Background: an optimization exercise with open tools, aiming at small area. Do not read the settings as production practice.
No run shown here included a check of the RTL's function; only the layout flow was run.

==> flow/design.v, too long to show whole: its modules and the start of the top module <==
// module alu: 111 lines
// module mul33: 1137 lines
// module bpp: 3 lines
module alu #(
	parameter DATA_WIDTH = 32,
	parameter INST_WIDTH = 4
)(
	input                   i_clk,
	input                   i_rst_n,
	input  [DATA_WIDTH-1:0] i_data_a,
	input  [DATA_WIDTH-1:0] i_data_b,
	input  [INST_WIDTH-1:0] i_inst,
	input                   i_valid,
	output [DATA_WIDTH-1:0] o_data,
	output                  o_overflow,
	output                  o_valid
);
  // ...
==> flow/flow/run.sh <==
#!/bin/bash
# Standard synthesis (adders mapped as Brent-Kung), then a polarity clean-up of the synthesized netlist
# (flow/fixpol.py: removes the inverters Yosys's full-adder extraction leaves
# between full adders, choosing De Morgan duals of gates where that needs
# fewer inverters, and setting every gate to its smallest drive, which the
# resizer sizes up where timing needs it), then the standard layout from floorplan on, with the
# port buffers made of buf_2.
set -euo pipefail
R=orfs/results/sky130hd/alu/base
# SYNTH_OPERATIONS_ARGS set (to a no-op) keeps ORFS from adding its Kogge-Stone
# carry-lookahead map, so Yosys's own Brent-Kung map builds the adders
bash standard.sh 'SYNTH_OPERATIONS_ARGS=-top alu' synth > synth.log 2>&1
cp $R/1_2_yosys.v 1_2_yosys.standard.v
python3 flow/fixpol.py 1_2_yosys.standard.v $R/1_2_yosys.v --downsize > fixpol.log 2>&1
rm -f $R/1_synth.odb $R/1_synth.sdc
export BUFFER_PORTS_ARGS="-buffer_cell sky130_fd_sc_hd__buf_2"
bash standard.sh finish > layout.log 2>&1
==> flow/standard.sh <==
#!/bin/bash
# synth_recipe.tcl (not shown) runs the flow's synth.tcl, then flattens the netlist and writes it again
# the make line also repeats each setting of config.mk as NAME=value (left out here)
make -C /OpenROAD-flow-scripts/flow DESIGN_CONFIG=/design/flow/config.mk WORK_HOME=/design/flow/orfs CLKGATE_MAP_FILE= SYNTH_SCRIPT=/design/flow/synth_recipe.tcl "${@:-finish}"
==> flow/config.mk <==
export PLATFORM = sky130hd
export DESIGN_NAME = alu
export DESIGN_NICKNAME = alu
export VERILOG_FILES = /design/flow/design.v
export SDC_FILE = /design/flow/constraint.sdc
export NUM_CORES = 4
export LEC_CHECK = 0
export CAP_MARGIN = 20
export CORE_MARGIN = 2
export CORE_UTILIZATION = 40
export CTS_BUF_LIST = sky130_fd_sc_hd__clkbuf_8
export CTS_CLUSTER_DIAMETER = 300
export CTS_CLUSTER_SIZE = 40
export PLACE_DENSITY = 0.75
export SLEW_MARGIN = 20
export SYNTH_HIERARCHICAL = 1
export SYNTH_MINIMUM_KEEP_SIZE = 0
==> flow/constraint.sdc <==
create_clock -name core_clock -period 12.0 [get_ports {i_clk}]
set_input_delay 2.4000 -clock core_clock [delete_from_list [all_inputs] [get_ports {i_clk}]]
set_output_delay 2.4000 -clock core_clock [all_outputs]
set_load 0.01 [all_outputs]
Not shown: flow/flow/fixpol.py
==> summary.md, run 1 <==
| Metric | Value |
|---|---|
| GR peak layer | met2 |
| CP endpoint | o_data_r[0] |
| Final WL | 60.0 mm |
| GR Util All Layers | 0.306 |
| Final Util | 0.452 |
| CTS tree | yes |
| Setup WS pre-CTS | 1.21 ns |
| N_diodes | 3 |
| Placed standard-cell area | 16900 sq um |
| Status | no timing/DRC/antenna violations |
| Die area | 39900 sq um |
| Largest class | multi-input combinational cells |
| Clock root buffer | clkbuf_8 |
| Clkbuf count | 5 |
| Longest Clk Path Bufs | 2 |
| Max Cap Viol | 0 |
| Crit path time final | 10.54 ns |
| Die Y | 200 microns |
| Vias per Instance | 6.67 |
| Post-CTS sizing | 0 |
| # IOs | 105 |
| Vias | 14923 |
| Regs by FF count | o_data_r x32, o_overflow_r x1, o_valid_r x1 |
| Setup-failing EPs final | 0 |
| Die Width | 200 microns |
| Critical Path RT | 12.22 ns |
| DR top layer | met5 |
| Area taken by multi-input logic gates | 14300 sq um |
| Largest net degree at the start of global routing | 39 |
| Delay-heaviest family, CP | adder cells |
| CORE AREA | 37700 sq um |
| CTS Buf Count | 5 |
==> module alu, before the edit <==
module alu #(
	parameter DATA_WIDTH = 32,
	parameter INST_WIDTH = 4
)(
	input                   i_clk,
	input                   i_rst_n,
	input  [DATA_WIDTH-1:0] i_data_a,
	input  [DATA_WIDTH-1:0] i_data_b,
	input  [INST_WIDTH-1:0] i_inst,
	input                   i_valid,
	output [DATA_WIDTH-1:0] o_data,
	output                  o_overflow,
	output                  o_valid
);
	wire [31:0] a = i_data_a;
	wire [31:0] b = i_data_b;
	wire [3:0]  op = i_inst;
	wire        sub = (op == 4'd1) | (op == 4'd3) | (op == 4'd4) | (op == 4'd6) | (op == 4'd8) | (op == 4'd9);
	wire [31:0] bxx = b ^ {32{sub}};
	wire rs0 = a[0] ^ bxx[0] ^ sub;
	wire rc0 = (a[0] & bxx[0]) | (a[0] & sub) | (bxx[0] & sub);
	wire rs1 = a[1] ^ bxx[1] ^ rc0;
	wire rc1 = (a[1] & bxx[1]) | (a[1] & rc0) | (bxx[1] & rc0);
	wire rs2 = a[2] ^ bxx[2] ^ rc1;
	wire rc2 = (a[2] & bxx[2]) | (a[2] & rc1) | (bxx[2] & rc1);
	wire rs3 = a[3] ^ bxx[3] ^ rc2;
	wire rc3 = (a[3] & bxx[3]) | (a[3] & rc2) | (bxx[3] & rc2);
	wire rs4 = a[4] ^ bxx[4] ^ rc3;
	wire rc4 = (a[4] & bxx[4]) | (a[4] & rc3) | (bxx[4] & rc3);
	wire rs5 = a[5] ^ bxx[5] ^ rc4;
	wire rc5 = (a[5] & bxx[5]) | (a[5] & rc4) | (bxx[5] & rc4);
	wire rs6 = a[6] ^ bxx[6] ^ rc5;
	wire rc6 = (a[6] & bxx[6]) | (a[6] & rc5) | (bxx[6] & rc5);
	wire rs7 = a[7] ^ bxx[7] ^ rc6;
	wire rc7 = (a[7] & bxx[7]) | (a[7] & rc6) | (bxx[7] & rc6);
	wire [24:0] rhi = {1'b0, a[31:8]} + {1'b0, bxx[31:8]} + rc7;
	wire [32:0] s = {rhi, rs7, rs6, rs5, rs4, rs3, rs2, rs1, rs0};
	wire [31:0] sum = s[31:0];
	wire        cout = s[32];
	wire        bx   = b[31] ^ sub;
	wire        sovf = (a[31] == bx) & (sum[31] != a[31]);
	wire        lt_u = ~cout;               
	wire        lt_s = sum[31] ^ sovf;      
	wire [32:0] p;
	mul33 u_mul (.a(a), .b(b), .p(p));
	wire [31:0] bsuf;   
	assign bsuf[31] = b[31];
	genvar k;
	generate
		for (k = 30; k >= 0; k = k - 1) begin : g_suf
			assign bsuf[k] = bsuf[k+1] | b[k];
		end
	endgenerate
	wire [30:0] big_t;
	generate
		for (k = 1; k < 32; k = k + 1) begin : g_big
			assign big_t[k-1] = a[k] & bsuf[32-k];
		end
	endgenerate
	wire umul_ov = p[32] | (|big_t);
	wire smul_ov = p[31] ^ a[31] ^ b[31];
	wire [31:0] rev;
	generate
		for (k = 0; k < 32; k = k + 1) begin : g_rev
			assign rev[k] = a[31-k];
		end
	endgenerate
	wire is_max_min = (op == 4'd3) | (op == 4'd4) | (op == 4'd8) | (op == 4'd9);
	wire pick_b = ((op == 4'd3) & lt_s) | ((op == 4'd4) & ~lt_s) |
	              ((op == 4'd8) & lt_u) | ((op == 4'd9) & ~lt_u);
	wire pick_a = is_max_min & ~pick_b;
	wire op_and = (op == 4'd10);
	wire op_or  = (op == 4'd11);
	wire op_xor = (op == 4'd12);
	wire op_not = (op == 4'd13);
	wire [3:0] lut;    
	assign lut[0] = i_valid & op_not;
	assign lut[1] = i_valid & (pick_b | op_or | op_xor | op_not);
	assign lut[2] = i_valid & (pick_a | op_or | op_xor);
	assign lut[3] = i_valid & (pick_a | pick_b | op_and | op_or);
	wire sel_sum = i_valid & ((op == 4'd0) | (op == 4'd1) | (op == 4'd5) | (op == 4'd6));
	wire sel_mul = i_valid & ((op == 4'd2) | (op == 4'd7));
	wire sel_rev = i_valid & (op == 4'd14);
	wire [31:0] d_w;
	generate
		for (k = 0; k < 32; k = k + 1) begin : g_out
			assign d_w[k] = lut[{a[k], b[k]}] | (sel_sum & sum[k]) | (sel_mul & p[k]) | (sel_rev & a[31-k]);
		end
	endgenerate
	wire ov_w = i_valid & (((op == 4'd0) | (op == 4'd1)) & sovf |
	                      (op == 4'd5) & cout | (op == 4'd6) & lt_u |
	                      (op == 4'd2) & smul_ov | (op == 4'd7) & umul_ov);
	reg [31:0] o_data_r;
	reg        o_overflow_r;
	reg        o_valid_r;
	assign o_data = o_data_r;
	assign o_overflow = o_overflow_r;
	assign o_valid = o_valid_r;
	always @(posedge i_clk or negedge i_rst_n) begin
		if (~i_rst_n) begin
			o_data_r <= 32'd0;
			o_overflow_r <= 1'b0;
			o_valid_r <= 1'b0;
		end
		else begin
			o_data_r <= d_w;
			o_overflow_r <= ov_w;
			o_valid_r <= i_valid;
		end
	end
endmodule
==> inputs of run 2 (changes only) <==
--- a/flow/design.v
+++ b/flow/design.v
@@ -28,18 +28,173 @@
 	wire rs4 = a[4] ^ bxx[4] ^ rc3;
 	wire rc4 = (a[4] & bxx[4]) | (a[4] & rc3) | (bxx[4] & rc3);
 	wire rs5 = a[5] ^ bxx[5] ^ rc4;
 	wire rc5 = (a[5] & bxx[5]) | (a[5] & rc4) | (bxx[5] & rc4);
 	wire rs6 = a[6] ^ bxx[6] ^ rc5;
 	wire rc6 = (a[6] & bxx[6]) | (a[6] & rc5) | (bxx[6] & rc5);
 	wire rs7 = a[7] ^ bxx[7] ^ rc6;
 	wire rc7 = (a[7] & bxx[7]) | (a[7] & rc6) | (bxx[7] & rc6);
-	wire [24:0] rhi = {1'b0, a[31:8]} + {1'b0, bxx[31:8]} + rc7;
-	wire [32:0] s = {rhi, rs7, rs6, rs5, rs4, rs3, rs2, rs1, rs0};
+	wire akg0 = a[8] & bxx[8];
+	wire akp0 = a[8] ^ bxx[8];
+	wire akg1 = a[9] & bxx[9];
+	wire akp1 = a[9] ^ bxx[9];
+	wire akg2 = a[10] & bxx[10];
+	wire akp2 = a[10] ^ bxx[10];
+	wire akg3 = a[11] & bxx[11];
+	wire akp3 = a[11] ^ bxx[11];
+	wire akg4 = a[12] & bxx[12];
+	wire akp4 = a[12] ^ bxx[12];
+	wire akg5 = a[13] & bxx[13];
+	wire akp5 = a[13] ^ bxx[13];
+	wire akg6 = a[14] & bxx[14];
+	wire akp6 = a[14] ^ bxx[14];
+	wire akg7 = a[15] & bxx[15];
+	wire akp7 = a[15] ^ bxx[15];
+	wire akg8 = a[16] & bxx[16];
+	wire akp8 = a[16] ^ bxx[16];
+	wire akg9 = a[17] & bxx[17];
+	wire akp9 = a[17] ^ bxx[17];
+	wire akg10 = a[18] & bxx[18];
+	wire akp10 = a[18] ^ bxx[18];
+	wire akg11 = a[19] & bxx[19];
+	wire akp11 = a[19] ^ bxx[19];
+	wire akg12 = a[20] & bxx[20];
+	wire akp12 = a[20] ^ bxx[20];
+	wire akg13 = a[21] & bxx[21];
+	wire akp13 = a[21] ^ bxx[21];
+	wire akg14 = a[22] & bxx[22];
+	wire akp14 = a[22] ^ bxx[22];
+	wire akg15 = a[23] & bxx[23];
+	wire akp15 = a[23] ^ bxx[23];
+	wire akg16 = a[24] & bxx[24];
+	wire akp16 = a[24] ^ bxx[24];
+	wire akg17 = a[25] & bxx[25];
+	wire akp17 = a[25] ^ bxx[25];
+	wire akg18 = a[26] & bxx[26];
+	wire akp18 = a[26] ^ bxx[26];
+	wire akg19 = a[27] & bxx[27];
+	wire akp19 = a[27] ^ bxx[27];
+	wire akg20 = a[28] & bxx[28];
+	wire akp20 = a[28] ^ bxx[28];
+	wire akg21 = a[29] & bxx[29];
+	wire akp21 = a[29] ^ bxx[29];
+	wire akg22 = a[30] & bxx[30];
+	wire akp22 = a[30] ^ bxx[30];
+	wire akg23 = a[31] & bxx[31];
+	wire akp23 = a[31] ^ bxx[31];
+	wire akG1 = akg0 | (akp0 & rc7);
+	wire akP1 = akp0 & 1'b0;
+	wire akG2 = akg2 | (akp2 & akg1);
+	wire akP2 = akp2 & akp1;
+	wire akG3 = akg4 | (akp4 & akg3);
+	wire akP3 = akp4 & akp3;
+	wire akG4 = akg6 | (akp6 & akg5);
+	wire akP4 = akp6 & akp5;
+	wire akG5 = akg8 | (akp8 & akg7);
+	wire akP5 = akp8 & akp7;
+	wire akG6 = akg10 | (akp10 & akg9);
+	wire akP6 = akp10 & akp9;
+	wire akG7 = akg12 | (akp12 & akg11);
+	wire akP7 = akp12 & akp11;
+	wire akG8 = akg14 | (akp14 & akg13);
+	wire akP8 = akp14 & akp13;
+	wire akG9 = akg16 | (akp16 & akg15);
+	wire akP9 = akp16 & akp15;
+	wire akG10 = akg18 | (akp18 & akg17);
+	wire akP10 = akp18 & akp17;
+	wire akG11 = akg20 | (akp20 & akg19);
+	wire akP11 = akp20 & akp19;
+	wire akG12 = akg22 | (akp22 & akg21);
+	wire akP12 = akp22 & akp21;
+	wire akG13 = akG2 | (akP2 & akG1);
+	wire akP13 = akP2 & akP1;
+	wire akG14 = akG4 | (akP4 & akG3);
+	wire akP14 = akP4 & akP3;
+	wire akG15 = akG6 | (akP6 & akG5);
+	wire akP15 = akP6 & akP5;
+	wire akG16 = akG8 | (akP8 & akG7);
+	wire akP16 = akP8 & akP7;
+	wire akG17 = akG10 | (akP10 & akG9);
+	wire akP17 = akP10 & akP9;
+	wire akG18 = akG12 | (akP12 & akG11);
+	wire akP18 = akP12 & akP11;
+	wire akG19 = akG14 | (akP14 & akG13);
+	wire akP19 = akP14 & akP13;
+	wire akG20 = akG16 | (akP16 & akG15);
+	wire akP20 = akP16 & akP15;
+	wire akG21 = akG18 | (akP18 & akG17);
+	wire akP21 = akP18 & akP17;
+	wire akG22 = akG20 | (akP20 & akG19);
+	wire akP22 = akP20 & akP19;
+	wire akG23 = akG21 | (akP21 & akG22);
+	wire akP23 = akP21 & akP22;
+	wire akG24 = akG15 | (akP15 & akG19);
+	wire akP24 = akP15 & akP19;
+	wire akG25 = akG17 | (akP17 & akG22);
+	wire akP25 = akP17 & akP22;
+	wire akG26 = akG3 | (akP3 & akG13);
+	wire akP26 = akP3 & akP13;
+	wire akG27 = akG5 | (akP5 & akG19);
+	wire akP27 = akP5 & akP19;
+	wire akG28 = akG7 | (akP7 & akG24);
+	wire akP28 = akP7 & akP24;
+	wire akG29 = akG9 | (akP9 & akG22);
+	wire akP29 = akP9 & akP22;
+	wire akG30 = akG11 | (akP11 & akG25);
+	wire akP30 = akP11 & akP25;
+	wire akG31 = akg1 | (akp1 & akG1);
+	wire akP31 = akp1 & akP1;
+	wire akG32 = akg3 | (akp3 & akG13);
+	wire akP32 = akp3 & akP13;
+	wire akG33 = akg5 | (akp5 & akG26);
+	wire akP33 = akp5 & akP26;
+	wire akG34 = akg7 | (akp7 & akG19);
+	wire akP34 = akp7 & akP19;
+	wire akG35 = akg9 | (akp9 & akG27);
+	wire akP35 = akp9 & akP27;
+	wire akG36 = akg11 | (akp11 & akG24);
+	wire akP36 = akp11 & akP24;
+	wire akG37 = akg13 | (akp13 & akG28);
+	wire akP37 = akp13 & akP28;
+	wire akG38 = akg15 | (akp15 & akG22);
+	wire akP38 = akp15 & akP22;
+	wire akG39 = akg17 | (akp17 & akG29);
+	wire akP39 = akp17 & akP29;
+	wire akG40 = akg19 | (akp19 & akG25);
+	wire akP40 = akp19 & akP25;
+	wire akG41 = akg21 | (akp21 & akG30);
+	wire akP41 = akp21 & akP30;
+	wire akG42 = akg23 | (akp23 & akG23);
+	wire akP42 = akp23 & akP23;
+	wire aks0 = akp0 ^ rc7;
+	wire aks1 = akp1 ^ akG1;
+	wire aks2 = akp2 ^ akG31;
+	wire aks3 = akp3 ^ akG13;
+	wire aks4 = akp4 ^ akG32;
+	wire aks5 = akp5 ^ akG26;
+	wire aks6 = akp6 ^ akG33;
+	wire aks7 = akp7 ^ akG19;
+	wire aks8 = akp8 ^ akG34;
+	wire aks9 = akp9 ^ akG27;
+	wire aks10 = akp10 ^ akG35;
+	wire aks11 = akp11 ^ akG24;
+	wire aks12 = akp12 ^ akG36;
+	wire aks13 = akp13 ^ akG28;
+	wire aks14 = akp14 ^ akG37;
+	wire aks15 = akp15 ^ akG22;
+	wire aks16 = akp16 ^ akG38;
+	wire aks17 = akp17 ^ akG29;
+	wire aks18 = akp18 ^ akG39;
+	wire aks19 = akp19 ^ akG25;
+	wire aks20 = akp20 ^ akG40;
+	wire aks21 = akp21 ^ akG30;
+	wire aks22 = akp22 ^ akG41;
+	wire aks23 = akp23 ^ akG23;
+	wire [32:0] s = {akG42, aks23, aks22, aks21, aks20, aks19, aks18, aks17, aks16, aks15, aks14, aks13, aks12, aks11, aks10, aks9, aks8, aks7, aks6, aks5, aks4, aks3, aks2, aks1, aks0, rs7, rs6, rs5, rs4, rs3, rs2, rs1, rs0};
 	wire [31:0] sum = s[31:0];
 	wire        cout = s[32];
 	wire        bx   = b[31] ^ sub;
 	wire        sovf = (a[31] == bx) & (sum[31] != a[31]);
 	wire        lt_u = ~cout;               
 	wire        lt_s = sum[31] ^ sovf;      
 	wire [32:0] p;
 	mul33 u_mul (.a(a), .b(b), .p(p));
@@ -1204,48 +1359,192 @@
 	wire hs481 = pp_0_0 ^ bn0;
 	wire hc482 = pp_0_0 & bn0;
 	wire hs483 = pp_0_1 ^ hc482;
 	wire hc484 = pp_0_1 & hc482;
 	wire fs485 = bn1 ^ hs421 ^ hc484;
 	wire fc486 = (bn1 & hs421) | (bn1 & hc484) | (hs421 & hc484);
 	wire fs487 = hc422 ^ hs423 ^ fc486;
 	wire fc488 = (hc422 & hs423) | (hc422 & fc486) | (hs423 & fc486);
-	wire [27:0] fx = {fc478, fc476, fc474, fc472, fc470, fc468, fc466, fc464, fc462, fc460, fc458, fc456, fc454, fc452, fc450, fc448, fc446, fc444, fc442, fc440, fc438, fc436, fc434, fc432, fc430, fc428, fc426, hc424};
-	wire [27:0] fy = {fs479, fs477, fs475, fs473, fs471, fs469, fs467, fs465, fs463, fs461, fs459, fs457, fs455, fs453, fs451, fs449, fs447, fs445, fs443, fs441, fs439, fs437, fs435, fs433, fs431, fs429, fs427, fs425};
-	wire [28:0] fsum = fx + fy + fc488;
+	wire fs489 = hc424 ^ fs425 ^ fc488;
+	wire fc490 = (hc424 & fs425) | (hc424 & fc488) | (fs425 & fc488);
+	wire fs491 = fc426 ^ fs427 ^ fc490;
+	wire fc492 = (fc426 & fs427) | (fc426 & fc490) | (fs427 & fc490);
+	wire fs493 = fc428 ^ fs429 ^ fc492;
+	wire fc494 = (fc428 & fs429) | (fc428 & fc492) | (fs429 & fc492);
+	wire fs495 = fc430 ^ fs431 ^ fc494;
+	wire fc496 = (fc430 & fs431) | (fc430 & fc494) | (fs431 & fc494);
+	wire fs497 = fc432 ^ fs433 ^ fc496;
+	wire fc498 = (fc432 & fs433) | (fc432 & fc496) | (fs433 & fc496);
+	wire fs499 = fc434 ^ fs435 ^ fc498;
+	wire fc500 = (fc434 & fs435) | (fc434 & fc498) | (fs435 & fc498);
+	wire fs501 = fc436 ^ fs437 ^ fc500;
+	wire fc502 = (fc436 & fs437) | (fc436 & fc500) | (fs437 & fc500);
+	wire fs503 = fc438 ^ fs439 ^ fc502;
+	wire fc504 = (fc438 & fs439) | (fc438 & fc502) | (fs439 & fc502);
+	wire [19:0] fx = {fc478, fc476, fc474, fc472, fc470, fc468, fc466, fc464, fc462, fc460, fc458, fc456, fc454, fc452, fc450, fc448, fc446, fc444, fc442, fc440};
+	wire [19:0] fy = {fs479, fs477, fs475, fs473, fs471, fs469, fs467, fs465, fs463, fs461, fs459, fs457, fs455, fs453, fs451, fs449, fs447, fs445, fs443, fs441};
+	wire mkg0 = fc440 & fs441;
+	wire mkp0 = fc440 ^ fs441;
+	wire mkg1 = fc442 & fs443;
+	wire mkp1 = fc442 ^ fs443;
+	wire mkg2 = fc444 & fs445;
+	wire mkp2 = fc444 ^ fs445;
+	wire mkg3 = fc446 & fs447;
+	wire mkp3 = fc446 ^ fs447;
+	wire mkg4 = fc448 & fs449;
+	wire mkp4 = fc448 ^ fs449;
+	wire mkg5 = fc450 & fs451;
+	wire mkp5 = fc450 ^ fs451;
+	wire mkg6 = fc452 & fs453;
+	wire mkp6 = fc452 ^ fs453;
+	wire mkg7 = fc454 & fs455;
+	wire mkp7 = fc454 ^ fs455;
+	wire mkg8 = fc456 & fs457;
+	wire mkp8 = fc456 ^ fs457;
+	wire mkg9 = fc458 & fs459;
+	wire mkp9 = fc458 ^ fs459;
+	wire mkg10 = fc460 & fs461;
+	wire mkp10 = fc460 ^ fs461;
+	wire mkg11 = fc462 & fs463;
+	wire mkp11 = fc462 ^ fs463;
+	wire mkg12 = fc464 & fs465;
+	wire mkp12 = fc464 ^ fs465;
+	wire mkg13 = fc466 & fs467;
+	wire mkp13 = fc466 ^ fs467;
+	wire mkg14 = fc468 & fs469;
+	wire mkp14 = fc468 ^ fs469;
+	wire mkg15 = fc470 & fs471;
+	wire mkp15 = fc470 ^ fs471;
+	wire mkg16 = fc472 & fs473;
+	wire mkp16 = fc472 ^ fs473;
+	wire mkg17 = fc474 & fs475;
+	wire mkp17 = fc474 ^ fs475;
+	wire mkg18 = fc476 & fs477;
+	wire mkp18 = fc476 ^ fs477;
+	wire mkg19 = fc478 & fs479;
+	wire mkp19 = fc478 ^ fs479;
+	wire mkG1 = mkg0 | (mkp0 & fc504);
+	wire mkP1 = mkp0 & 1'b0;
+	wire mkG2 = mkg2 | (mkp2 & mkg1);
+	wire mkP2 = mkp2 & mkp1;
+	wire mkG3 = mkg4 | (mkp4 & mkg3);
+	wire mkP3 = mkp4 & mkp3;
+	wire mkG4 = mkg6 | (mkp6 & mkg5);
+	wire mkP4 = mkp6 & mkp5;
+	wire mkG5 = mkg8 | (mkp8 & mkg7);
+	wire mkP5 = mkp8 & mkp7;
+	wire mkG6 = mkg10 | (mkp10 & mkg9);
+	wire mkP6 = mkp10 & mkp9;
+	wire mkG7 = mkg12 | (mkp12 & mkg11);
+	wire mkP7 = mkp12 & mkp11;
+	wire mkG8 = mkg14 | (mkp14 & mkg13);
+	wire mkP8 = mkp14 & mkp13;
+	wire mkG9 = mkg16 | (mkp16 & mkg15);
+	wire mkP9 = mkp16 & mkp15;
+	wire mkG10 = mkg18 | (mkp18 & mkg17);
+	wire mkP10 = mkp18 & mkp17;
+	wire mkG11 = mkG2 | (mkP2 & mkG1);
+	wire mkP11 = mkP2 & mkP1;
+	wire mkG12 = mkG4 | (mkP4 & mkG3);
+	wire mkP12 = mkP4 & mkP3;
+	wire mkG13 = mkG6 | (mkP6 & mkG5);
+	wire mkP13 = mkP6 & mkP5;
+	wire mkG14 = mkG8 | (mkP8 & mkG7);
+	wire mkP14 = mkP8 & mkP7;
+	wire mkG15 = mkG10 | (mkP10 & mkG9);
+	wire mkP15 = mkP10 & mkP9;
+	wire mkG16 = mkG12 | (mkP12 & mkG11);
+	wire mkP16 = mkP12 & mkP11;
+	wire mkG17 = mkG14 | (mkP14 & mkG13);
+	wire mkP17 = mkP14 & mkP13;
+	wire mkG18 = mkG17 | (mkP17 & mkG16);
+	wire mkP18 = mkP17 & mkP16;
+	wire mkG19 = mkG13 | (mkP13 & mkG16);
+	wire mkP19 = mkP13 & mkP16;
+	wire mkG20 = mkG15 | (mkP15 & mkG18);
+	wire mkP20 = mkP15 & mkP18;
+	wire mkG21 = mkG3 | (mkP3 & mkG11);
+	wire mkP21 = mkP3 & mkP11;
+	wire mkG22 = mkG5 | (mkP5 & mkG16);
+	wire mkP22 = mkP5 & mkP16;
+	wire mkG23 = mkG7 | (mkP7 & mkG19);
+	wire mkP23 = mkP7 & mkP19;
+	wire mkG24 = mkG9 | (mkP9 & mkG18);
+	wire mkP24 = mkP9 & mkP18;
+	wire mkG25 = mkg1 | (mkp1 & mkG1);
+	wire mkP25 = mkp1 & mkP1;
+	wire mkG26 = mkg3 | (mkp3 & mkG11);
+	wire mkP26 = mkp3 & mkP11;
+	wire mkG27 = mkg5 | (mkp5 & mkG21);
+	wire mkP27 = mkp5 & mkP21;
+	wire mkG28 = mkg7 | (mkp7 & mkG16);
+	wire mkP28 = mkp7 & mkP16;
+	wire mkG29 = mkg9 | (mkp9 & mkG22);
+	wire mkP29 = mkp9 & mkP22;
+	wire mkG30 = mkg11 | (mkp11 & mkG19);
+	wire mkP30 = mkp11 & mkP19;
+	wire mkG31 = mkg13 | (mkp13 & mkG23);
+	wire mkP31 = mkp13 & mkP23;
+	wire mkG32 = mkg15 | (mkp15 & mkG18);
+	wire mkP32 = mkp15 & mkP18;
+	wire mkG33 = mkg17 | (mkp17 & mkG24);
+	wire mkP33 = mkp17 & mkP24;
+	wire mkG34 = mkg19 | (mkp19 & mkG20);
+	wire mkP34 = mkp19 & mkP20;
+	wire mks0 = mkp0 ^ fc504;
+	wire mks1 = mkp1 ^ mkG1;
+	wire mks2 = mkp2 ^ mkG25;
+	wire mks3 = mkp3 ^ mkG11;
+	wire mks4 = mkp4 ^ mkG26;
+	wire mks5 = mkp5 ^ mkG21;
+	wire mks6 = mkp6 ^ mkG27;
+	wire mks7 = mkp7 ^ mkG16;
+	wire mks8 = mkp8 ^ mkG28;
+	wire mks9 = mkp9 ^ mkG22;
+	wire mks10 = mkp10 ^ mkG29;
+	wire mks11 = mkp11 ^ mkG19;
+	wire mks12 = mkp12 ^ mkG30;
+	wire mks13 = mkp13 ^ mkG23;
+	wire mks14 = mkp14 ^ mkG31;
+	wire mks15 = mkp15 ^ mkG18;
+	wire mks16 = mkp16 ^ mkG32;
+	wire mks17 = mkp17 ^ mkG24;
+	wire mks18 = mkp18 ^ mkG33;
+	wire mks19 = mkp19 ^ mkG20;
+	wire [20:0] fsum = {mkG34, mks19, mks18, mks17, mks16, mks15, mks14, mks13, mks12, mks11, mks10, mks9, mks8, mks7, mks6, mks5, mks4, mks3, mks2, mks1, mks0};
 	assign p[0] = hs481;
 	assign p[1] = hs483;
 	assign p[2] = fs485;
 	assign p[3] = fs487;
-	assign p[4] = fsum[0];
-	assign p[5] = fsum[1];
-	assign p[6] = fsum[2];
-	assign p[7] = fsum[3];
-	assign p[8] = fsum[4];
-	assign p[9] = fsum[5];
-	assign p[10] = fsum[6];
-	assign p[11] = fsum[7];
-	assign p[12] = fsum[8];
-	assign p[13] = fsum[9];
-	assign p[14] = fsum[10];
-	assign p[15] = fsum[11];
-	assign p[16] = fsum[12];
-	assign p[17] = fsum[13];
-	assign p[18] = fsum[14];
-	assign p[19] = fsum[15];
-	assign p[20] = fsum[16];
-	assign p[21] = fsum[17];
-	assign p[22] = fsum[18];
-	assign p[23] = fsum[19];
-	assign p[24] = fsum[20];
-	assign p[25] = fsum[21];
-	assign p[26] = fsum[22];
-	assign p[27] = fsum[23];
-	assign p[28] = fsum[24];
-	assign p[29] = fsum[25];
-	assign p[30] = fsum[26];
-	assign p[31] = fsum[27];
-	assign p[32] = (pp_0_32 ^ pp_1_30 ^ pp_2_28 ^ pp_3_26 ^ pp_4_24 ^ pp_5_22 ^ pp_6_20 ^ pp_7_18 ^ pp_8_16 ^ pp_9_14 ^ pp_10_12 ^ pp_11_10 ^ pp_12_8 ^ pp_13_6 ^ pp_14_4 ^ pp_15_2 ^ pp_16_0 ^ bn16 ^ fc34 ^ fc36 ^ fc38 ^ hc40 ^ fc138 ^ fc140 ^ fc142 ^ fc144 ^ fc260 ^ fc262 ^ fc264 ^ fc362 ^ fc364 ^ fc420 ^ fc480 ^ fsum[28]);
+	assign p[4] = fs489;
+	assign p[5] = fs491;
+	assign p[6] = fs493;
+	assign p[7] = fs495;
+	assign p[8] = fs497;
+	assign p[9] = fs499;
+	assign p[10] = fs501;
+	assign p[11] = fs503;
+	assign p[12] = fsum[0];
+	assign p[13] = fsum[1];
+	assign p[14] = fsum[2];
+	assign p[15] = fsum[3];
+	assign p[16] = fsum[4];
+	assign p[17] = fsum[5];
+	assign p[18] = fsum[6];
+	assign p[19] = fsum[7];
+	assign p[20] = fsum[8];
+	assign p[21] = fsum[9];
+	assign p[22] = fsum[10];
+	assign p[23] = fsum[11];
+	assign p[24] = fsum[12];
+	assign p[25] = fsum[13];
+	assign p[26] = fsum[14];
+	assign p[27] = fsum[15];
+	assign p[28] = fsum[16];
+	assign p[29] = fsum[17];
+	assign p[30] = fsum[18];
+	assign p[31] = fsum[19];
+	assign p[32] = (pp_0_32 ^ pp_1_30 ^ pp_2_28 ^ pp_3_26 ^ pp_4_24 ^ pp_5_22 ^ pp_6_20 ^ pp_7_18 ^ pp_8_16 ^ pp_9_14 ^ pp_10_12 ^ pp_11_10 ^ pp_12_8 ^ pp_13_6 ^ pp_14_4 ^ pp_15_2 ^ pp_16_0 ^ bn16 ^ fc34 ^ fc36 ^ fc38 ^ hc40 ^ fc138 ^ fc140 ^ fc142 ^ fc144 ^ fc260 ^ fc262 ^ fc264 ^ fc362 ^ fc364 ^ fc420 ^ fc480 ^ fsum[20]);
 endmodule
 module bpp (input one, input two, input neg, input aj, input aj1, output y);
 	assign y = ((one & aj) | (two & aj1)) ^ neg;
 endmodule
==> flow/flow/run.sh (replaced) <==
#!/bin/bash
# Standard synthesis, then a polarity clean-up of the synthesized netlist
# (flow/fixpol.py: removes the inverters Yosys's full-adder extraction leaves
# between full adders, choosing De Morgan duals of gates where that needs
# fewer inverters, and setting every gate to its smallest drive, which the
# resizer sizes up where timing needs it), then the standard layout from floorplan on, with the
# port buffers made of the smallest buffer.
set -euo pipefail
R=orfs/results/sky130hd/alu/base
bash standard.sh synth > synth.log 2>&1
cp $R/1_2_yosys.v 1_2_yosys.standard.v
python3 flow/fixpol.py 1_2_yosys.standard.v $R/1_2_yosys.v --downsize > fixpol.log 2>&1
rm -f $R/1_synth.odb $R/1_synth.sdc
export BUFFER_PORTS_ARGS="-buffer_cell sky130_fd_sc_hd__buf_1"
bash standard.sh finish > layout.log 2>&1
--- a/flow/flow/fixpol.py
+++ b/flow/flow/fixpol.py
@@ -242,26 +242,16 @@
 
     def greedy_groups():
         improved = True
         while improved:
             improved = False
             for g in groups:
                 if try_move(g, 0):
                     improved = True
-            # every cell of one kind (as it currently stands) flipped together
-            kinds = collections.defaultdict(list)
-            for i in order:
-                base = split_type(cells[i][0])[0]
-                if flip[i]:
-                    base = DUAL[base][0]
-                kinds[base].append(i)
-            for base in sorted(kinds):
-                if len(kinds[base]) > 1 and try_move(kinds[base], 0):
-                    improved = True
 
     starts = {"none": lambda i: 0, "all": lambda i: 1,
               "fa": lambda i: 1 if split_type(cells[i][0])[0] == "fa" else 0}
     best = None
     for name, f0 in starts.items():
         for i in flippable:
             flip[i] = f0(i)
         greedy()
@@ -312,48 +302,37 @@
                     if r not in invnet:
                         invnet[r] = f"_pinv{len(invnet)}_"
                     net = invnet[r]
                 else:
                     net = r
             newpins.append((p, net))
         newcells.append((t, n, newpins))
     if "--downsize" in sys.argv:
+        # smallest drive of each combinational cell; the resizer sizes up where timing needs it
         small = {}
         for name in have:
             m = re.fullmatch(r"(\w+?)_(\d+)", name)
             if m:
                 b, d = m.group(1), int(m.group(2))
-                if b not in small or (have[name], -d) < (have[f"{b}_{small[b]}"], -small[b]):
+                if b not in small or d < small[b]:
                     small[b] = d
-        fo_lim = 10 ** 9
-        for a in sys.argv:
-            if a.startswith("--downsize-fo="):
-                fo_lim = int(a.split("=")[1])
-        fanout = collections.Counter()
-        for t, n, pins in newcells:
-            for p, net in pins:
-                if p not in OUT_PINS:
-                    fanout[net] += 1
         out = []
         nd = 0
         for t, n, pins in newcells:
             base, drive = split_type(t)
-            if any(p in OUT_PINS and fanout[net] >= fo_lim for p, net in pins):
-                out.append((t, n, pins))
-                continue
             if base and not base.startswith(("df", "conb", "tap", "fill", "decap", "clk", "dly", "lpflow", "probe")) \
-                    and small.get(base, drive) != drive and have[f"{base}_{small[base]}"] <= have[f"{base}_{drive}"]:
+                    and small.get(base, drive) < drive:
                 t = f"{P}{base}_{small[base]}"
                 nd += 1
             out.append((t, n, pins))
         newcells = out
         print(f"fixpol: {nd} cells set to their smallest drive")
     for r, w in invnet.items():
-        newcells.append((P + ("inv_2" if "--downsize" in sys.argv else "inv_1"), f"{w}i", [("A", r), ("Y", w)]))
+        newcells.append((P + "inv_1", f"{w}i", [("A", r), ("Y", w)]))
     # drop declarations of nets no longer used
     used = set()
     for t, n, pins in newcells:
         used.update(net for p, net in pins)
     def keep_decl(m):
         name = m.group(1)
         return m.group(0) if (name in used or name in ports or "[" in m.group(0)) else ""
     head2 = re.sub(r"^  wire (\S+);\n", keep_decl, head, flags=re.M)
==> flow/config.mk (replaced) <==
export PLATFORM = sky130hd
export DESIGN_NAME = alu
export DESIGN_NICKNAME = alu
export VERILOG_FILES = /design/flow/design.v
export SDC_FILE = /design/flow/constraint.sdc
export NUM_CORES = 4
export LEC_CHECK = 0
export CAP_MARGIN = 20
export CORE_MARGIN = 2
export CORE_UTILIZATION = 40
export SLEW_MARGIN = 20
export SYNTH_HIERARCHICAL = 1
export SYNTH_MINIMUM_KEEP_SIZE = 0
==> run 2 against run 1 <==
Clock-buffer cell count rose by 2. Critical path depth grew 11. Die area is 1.1% lower. Global-route usage is 5.4 points higher. Critical endpoint is now o_overflow_r.
==> summary.md, run 2 <==
| Metric | Value |
|---|---|
| Status | no timing/DRC/antenna violations (unchanged) |
| Largest net degree at the start of global routing | 35 (was 39) |
| # port buffers | 104 (unchanged) |
| Relative slew margins | 0.121 (was 0.196) |
| DRC viols | 0 (unchanged) |
| N_diodes | 0 (was 3) |
| RSZ-0062 raised after global routing | false (unchanged) |
| Crit-path most repeated cell | fa_2 (was fa_1) |
| # IOs | 105 (unchanged) |
| CORE AREA | 37500 sq um (was 37700 sq um) |
| Cell Area, Synth | 15100 sq um (was 15300 sq um) |
| Fillers | 3735 (was 3645) |
| Commonest cells after routing, fill and taps aside | fa_1, xor2_1, xnor2_1, a22oi_1, buf_4 (was xnor2_1, a22oi_1, fa_1, buf_2, nand2_1) |
| Die area | 39400 sq um (was 39900 sq um) |
| DR pass1 iterations | 6 (was 8) |
| Gpl congestion | 1.05 (was 0.931) |
| Crit path time final | 11.62 ns (was 10.54 ns) |
| Setup-failing EPs final | 0 (unchanged) |
| Largest register FFs | 32 (unchanged) |
| CP startpoint kind | input port (unchanged) |
| Fmax | 0.0861 GHz (was 0.0949 GHz) |
| Detail-routed net length per standard cell | 29.3 microns (was 26.8 microns) |
| CP Class | in2reg (unchanged) |
| Synth Area per Inst | 9.32 sq um (was 9.80 sq um) |
| Hold Fails Final Rpt | 0 (unchanged) |
| Worst setup margin | 0.380 ns (was 1.46 ns) |
| Post-DRT Antenna Nets | 0 (unchanged) |
| Clock-pin slew on the worst setup and hold paths | 0.06 ns (was 0.09 ns) |
| Area growth, synth to finish | 16.0% (was 11.2%) |
| Clock Sinks | 34 (unchanged) |
| Global-route wire length before repair | 103 mm (was 92.6 mm) |
| Crit end category | flip-flop (unchanged) |
| Number of H-tree levels | 2 (unchanged) |
| Final WL | 69.9 mm (was 60.0 mm) |
| Final non-filler cell area | 17600 sq um (was 17000 sq um) |
| # rows | 71 (unchanged) |
| Number of global-route vias before repair | 15443 (was 15676) |
| Max FO, Critical Path | 8 (was 32) |
| GRT Residual Overflow | 0 (unchanged) |
| Setup WS pre-CTS | -0.736 ns (was 1.21 ns) |
| CTS tree | yes (unchanged) |
| Critical Path AT | 11.79 ns (was 10.76 ns) |
| Post-Synthesis Cells | 1624 (was 1562) |
| Vias | 15438 (was 14923) |
| Most common cell after layout, fill and taps aside | fa_1 (was xnor2_1) |
| CP max stage delay | 0.42 ns (was 0.70 ns) |
| Vias per Instance | 6.46 (was 6.67) |
| Iteration-0 DRC count of the detailed router | 1994 (was 2144) |
| Placed standard-cell area | 17300 sq um (was 16900 sq um) |
| Slowest cell on the critical path | fa_2 (was mux2_2) |
| Fin nets | 2262 (was 2112) |
| Critical Path RT | 12.17 ns (was 12.22 ns) |
| GR Util All Layers | 0.360 (was 0.306) |
| Longest Clk Path Bufs | 2 (unchanged) |
| Area taken by multi-input logic gates | 14000 sq um (was 14300 sq um) |
| Setup TNS | 0 ns (unchanged) |
| Yosys warning count | 7 (unchanged) |
| Reg with most FFs | o_data_r (unchanged) |
| Initial antenna violation count | 1 (was 4) |
| Least-Margin Pin Slew | 1.31 ns (was 1.20 ns) |
| Seq. cell area | 851 sq um (unchanged) |
| Post-Syn Nets | 2009 (was 1950) |
| Crit path launch | i_data_b[2] (was i_inst[3]) |
| Fin. max-slew vios | 0 (unchanged) |
| Clock root buffer | clkbuf_16 (was clkbuf_8) |
| Die Y | 199 microns (was 200 microns) |
| Layout cells sized above 1 | 0.102 (was 0.142) |
| WHS | 2.21 ns (was 2.19 ns) |
| Die Width | 199 microns (was 200 microns) |
| Max Cap Viol | 0 (unchanged) |
| Detailed placer's ending HPWL | 53.6 mm (was 43.0 mm) |
| Worst min path class | in2async (unchanged) |
| Regs by FF count | o_data_r x32, o_overflow_r x1, o_valid_r x1 (unchanged) |
| CTS Buf Count | 5 (unchanged) |
| Fin crit share | 0.968 (was 0.879) |
| Initial Utilization | 0.404 (was 0.406) |
## run 2: cell type report
cell class | instances | share of cell area
Multi-Input combinational cell | 1474 | 0.797
Timing Repair Buffer | 246 | 0.0857
Sequential cell | 34 | 0.0485
Tap cell | 511 | 0.0364
Inverter | 116 | 0.0249
Clock buffer | 7 | 0.00756
## run 2: worst paths after layout
path,endpoint
min,o_data_r[1]
max,o_overflow_r
max in group asynchronous,o_data_r[16]
min in group core_clock,o_valid_r
## run 2: worst max-delay path, delay by kind of cell
kind / cells / cell delay [ns]
simple gates: 3 / 0.85
fa+ha+maj: 12 / 4.65
xor+xnor: 7 / 1.11
compound gates: 14 / 2.24
buf+inv: 4 / 0.54
## run 2: timing repair
action,CTS,global route
pin swaps,2,9
hold buffers,0,0
resized for setup,11,10
buffers inserted,0,2
setup endpoints to repair,1,1
## run 2: per-layer routing
layer / global-route usage / part of all wire / vias up
met4: 0.195 / 0.060 / 0
met3: 0.0771 / 0.12 / 241
li1: - / - / 6412
met5: 0 / 0 / -
met2: 0.538 / 0.43 / 1119
met1: 0.487 / 0.39 / 7666
## run 2: through the flow
stage / utilization / instances
after floorplan: - / 1624
after global placement: 0.462 / 2379
after detailed placement: 0.462 / 2379
after CTS: 0.467 / 2386
after global routing: 0.468 / 2388
final: 0.468 / 2388

## static timing again, ports no longer ideal
The flow's constraints put no driver on any port. The routed layouts listed below were extracted and timed again, unchanged, in two steps.
Step 1, drivers: a clkbuf_16 drives i_clk and a buf_2 each remaining input, both assumed.
Step 2 also shifts input and output timing later by t, the mid clock arrival at the registers, as if the neighbouring blocks saw the same clock.
Slacks: ideal / step 1 / step 2; pairs: ideal / step 1.
run	t, ns	setup WS [ns]	worst setup path at the end
run 1	0.357	1.457 / 1.465 / 1.108	input to register
run 2	0.351	0.380 / 0.398 / 0.047	input to register
After both steps every run listed still meets setup and hold. The setup slack of run 1, which loses most, moves by +0.008 ns with the drivers and by -0.349 ns with both steps.
